Source: an optimization exercise on an open RTL-to-GDS flow (aim: small area and a short achievable clock period). Production flows keep margins and buffers that such runs may drop.
Function was checked by simulation only, so behaviour that the tests miss may differ from the original.
Power figures rest on the tool's default switching activity, not on a simulated workload.

==> flow/design.v, too long to show whole: its modules and the start of the top module <==
// module fa_cell: 4 lines
// module ha_cell: 4 lines
// module hai_cell: 4 lines
// module ALU_TOP: 2085 lines
module ALU_TOP #(parameter width_top = 16) (A, B, ALU_FUN,
    CLK,RST,
    ARITH_OUT,
    LOGIC_OUT,
    CMP_OUT,
    SHIFT_OUT,
    CARRY_OUT,
    ARITH_FLAG_OUT,
    LOGIC_FLAG_OUT,
    CMP_FLAG_OUT,
    SHIFT_FLAG_OUT
    );
  // ...
==> flow/flow/run.sh <==
#!/bin/bash
# Own layout flow: the standard flow (standard.sh) with two changes made
# through the environment the ORFS scripts read:
#  - the port buffers are sky130_fd_sc_hd__buf_1 instead of the flow's
#    default choice (every input and output port still gets its buffer);
#  - repair_timing aims for 89 ns of setup slack instead of 0, so that it
#    sizes up and buffers the longest paths (the SDC is unchanged).
# The make run's whole output goes to flow_make.log in this folder; ORFS keeps
# each step's full log under orfs/logs/.
set -euo pipefail
export BUFFER_PORTS_ARGS="-buffer_cell sky130_fd_sc_hd__buf_1"
export SETUP_SLACK_MARGIN=89
bash standard.sh > flow_make.log 2>&1
==> flow/standard.sh <==
#!/bin/bash
# synth_recipe.tcl (not shown) runs the flow's synth.tcl, then flattens the netlist and writes it again
# the make line also repeats each setting of config.mk as NAME=value (left out here)
make -C /OpenROAD-flow-scripts/flow DESIGN_CONFIG=/design/flow/config.mk WORK_HOME=/design/flow/orfs CLKGATE_MAP_FILE= SYNTH_SCRIPT=/design/flow/synth_recipe.tcl "${@:-finish}"
==> flow/config.mk <==
export PLATFORM = sky130hd
export DESIGN_NAME = ALU_TOP
export DESIGN_NICKNAME = ALU_TOP
export VERILOG_FILES = /design/flow/design.v
export SDC_FILE = /design/flow/constraint.sdc
export NUM_CORES = 4
export LEC_CHECK = 0
export CAP_MARGIN = 20
export CORE_MARGIN = 2
export CORE_UTILIZATION = 60
export PLACE_DENSITY = 0.72
export SLEW_MARGIN = 20
export SYNTH_HIERARCHICAL = 1
==> flow/constraint.sdc <==
create_clock -name core_clock -period 130.0 [get_ports {CLK}]
set_input_delay 26.0000 -clock core_clock [delete_from_list [all_inputs] [get_ports {CLK}]]
set_output_delay 26.0000 -clock core_clock [all_outputs]
set_load 0.01 [all_outputs]
==> flow_summary.toml, run 1 <==
[synthesis]
syn_inst = 1785
synthMuxAreaShare_pct = 5.07
synth_warnings = 7
synth_edf_count = 0
yosys-top-cells-area = "fa_1, ha_1, nand2_1"

[clocking]
cts_setup_buffers = 4

[outcome]
status = "no timing/DRC/antenna violations"

[power]
p_int_mw = 0.109
powerClk_mw = 0.0167
swShare_pct = 50.2
p_total_mw = 0.218

[timing]
setup_violations = 0
grt_setup_unrepaired = "yes"
worst_slack_ns = 89.48
hold_viol_final = 0
timing.slew.headroom_pct = 29.8

[cells_and_area]
nMultiInputCombCells = 1515
clock_buffers = 5
multi_input_area_share_pct = 82.3

[worst_setup_path]
cp_max_fo = 26
cp_data_required_time_ns = 104.00

[global_routing]
grt_first_pass_wirelength_um = 75400
use_met3_pct = 8.37

[route]
drtAntennaViolNets = 0
dr_wl_met3_um = 4850

[floorplanning]
dieArea_um2 = 28600
==> run 2: changes to the inputs <==
--- a/flow/config.mk
+++ b/flow/config.mk
@@ -7,7 +7,7 @@
 export LEC_CHECK = 0
 export CAP_MARGIN = 20
 export CORE_MARGIN = 2
-export CORE_UTILIZATION = 60
-export PLACE_DENSITY = 0.72
+export CORE_UTILIZATION = 75
+export PLACE_DENSITY = 0.85
 export SLEW_MARGIN = 20
 export SYNTH_HIERARCHICAL = 1
==> flow_summary.toml, run 2 <==
[synthesis]
synthArstFlopShare_pct = 7.14
synth_seq_area_share_pct = 6.97
yosysTopAreaCell = "fa_1"
yosys-top-cells-area = "fa_1, ha_1, nand2_1"
syn_inst = 1785
syn_area_um2 = 16400
synth.top_cell.area_share_pct = 36.8
synth.most_common_cell = "nand2_1"
ys_top_cells_by_count = "nand2_1, fa_1, ha_1"
avgSynthCellArea_um2 = 9.17
ys_ff_latch = 56
yosys_most_used_dff = "dfxtp_1"
synth_edf_count = 0
synth_warnings = 7
yosysUniqueCellTypes = 80

[placement]
dp_cells = 2121
routabilityCongestion = 0.998
dpl.hpwl_um = 36000
io_buffers = 125

[global_routing]
grt_first_pass_wirelength_um = 75500
grt.total_usage_pct = 43.4
grt_max_degree = 74
first_global_vias = 14570
globalRouteOverflowTotal = 0
antenna_found_initial = 0

[route]
routedWlPerCell_um = 22.7
drt_iter0_drc = 1491
viasPerCell = 6.62
drtPass1Iterations = 9
drt-total-wl_um = 48800
vias = 14261
drtAntennaViolNets = 0
drc = 0

[job]
maxCapViolCount = 0

[floorplanning]
core_area_um2 = 21600
die_x_um = 152
rows = 54
dieHeight_um = 152
io-pin-count = 171
start_util_pct = 75.7
dieArea_um2 = 23000

[timing]
timing.slew.headroom_pct = 31.1
timing.setup.tns_ns = 0
finalCriticalPeriod_ns = 40.57
tightest_slew_ns = 1.03
slew_viol_final = 0
clock.fmax_mhz = 24.6
hold_viol_final = 0
finalCritPeriodShare_pct = 31.2
setup_violations = 0
grt_setup_unrepaired = "no"

[worst_setup_path]
setup.worst_path.start_class = "register"
cp_num_buf_inv = 2
end_kind = "output port"
cp_data_required_time_ns = 104.00
cp_max_fo = 26
cpPeakStageDelay_ns = 0.57
crit_type = "register to output port"
critPathArrivalTime_ns = 14.57
slowest_stage = "fa_1"
crit_top_cell = "fa_1"
cpLargestDelayFamily = "adder cells"

[clocking]
cts_made_buffers = 5
clock_path_buffers = 2
cts.sinks = 56
cts_root_buf = "clkbuf_16"
cts_tree = "yes"
cts_max_level = 2
cts.clk_slew.worst_paths_ns = 0.08

[cells_and_area]
nFillCells = 1432
layout_common_cells = "nand2_1, fa_1, ha_1, buf_1, inv_1"
instances_no_fill = 2153
final_common_cell = "nand2_1"
diodes = 0
area_delta_synth_final_pct = 6.21
drive_gt1_share_pct = 9.61
nets = 2336
top_regs = "a_r (16), b_r (16)"

[outcome]
status = "no timing/DRC/antenna violations"

[power]
p_leak_nw = 7.28
p_per_area_nw_per_um2 = 13.0
peakVddDrop_v = 0.0000223

[hold_path]
hold_path_class = "input port to asynchronous set/reset pin"
## run 2: cell counts after synthesis
Identical to the previous run, type by type.
## run 2: layout make-up
| type | count | area [um^2] | area share (%) |
|---|---|---|---|
| clock inverters | 3 | 26.3 | 0.151 |
| repair buffers | 186 | 947 | 5.45 |
| clock buffers | 5 | 125 | 0.720 |
| multi-input cells | 1515 | 14400 | 82.6 |
| flip-flops and latches | 56 | 1150 | 6.61 |
| inverters | 108 | 424 | 2.44 |
| well taps | 280 | 350 | 2.01 |
## run 2: power by group
part	switching [mW]	leakage (nW)	internal [mW]
registers	0.00151	0.488	0.0179
logic	0.108	6.73	0.0846
clock network	0.00730	0.0680	0.00732
## run 2: path summary, 6_finish.rpt
check	start	slack [ns]	endpoint	cells after the start
min in group core_clock	A[0]	25.78	a_r[0]	1
max	b_r[4]	89.43	ARITH_OUT[31]	36
min	RST	25.52	cmp_flag	1
max in group asynchronous	RST	104.29	arith_flag	1
## run 2: timing repair
action / CTS / global route
setup buffers: 3 / 20
pin swaps: 1 / 4
resized for setup: 9 / 56
cloned: 0 / 1
hold endpoints to repair: 0 / 0
hold buffers: 0 / 0
setup endpoints to repair: 1 / 12
## run 2: cell families after synthesis
family	after synthesis	share of synthesized area, %
other	2	0.0459
AOI/OAI and AO/OA	285	12.5
DFF	56	6.97
muxes	63	5.07
and+or+nand+nor	588	16.2
buffers and inverters	274	7.87
adders and majority gates	442	47.3
xor gates and xnor gates	75	4.01
## run 2: metal layers
metal	vias up	wire length (um)	share of wire, %	GRT usage, %
met3	242	6580	13	15.7
met5	-	0	0	0
met4	0	2570	5.3	20.6
met1	6910	17300	35	54.6
met2	1121	22400	46	66.9
li1	5988	-	-	-
## run 2: per-stage QoR
step / power (mW) / instance area (um^2) / util (%) / hold slack [ns] / setup WS, ns
after floorplan: 0.145 / 16600 / - / 25.70 / 90.03
after global placement: 0.195 / 16800 / 77.8 / 25.83 / 88.90
after detailed placement: 0.200 / 16800 / 77.8 / 25.84 / 88.22
after CTS: 0.218 / 17000 / 78.8 / 25.51 / 89.13
after global routing: 0.250 / 17400 / 80.4 / 25.53 / 88.87
final: 0.227 / 17400 / 80.4 / 25.52 / 89.43
## run 2: per-module statistics from Yosys (local to each module, per instance)
module | cell area, um^2 | copies in the design | flops+latches
fa_cell | 20.0 | 256 | 0
ALU_TOP | 11200 | 1 | 56
hai_cell | 27.5 | 1 | 0

-- afterwards: timing with drivers on the ports --
How much do the figures lean on ideal ports? The routed layouts below were timed once more, with nothing changed but the port constraints.
Step 1 sets driving cells, clkbuf_16 on the clock port and buf_2 on the other inputs (assumed; they add their load-dependent delay and slew).
Step 2 also shifts input and output timing later by t, the mid clock arrival at the registers, as if the neighbouring blocks saw the same clock.
Three values: ideal, step 1, step 2; two values: the first two.
run	t, ns	setup slack, ns	hold WS [ns]	worst slew at a driven data input, ns
run 1	0.358	89.482 / 89.437 / 89.720	25.499 / 25.482 / 25.840	0.04
run 2	0.343	89.428 / 89.389 / 89.732	25.519 / 25.502 / 25.844	0.04
After both steps every run listed still meets setup and hold.
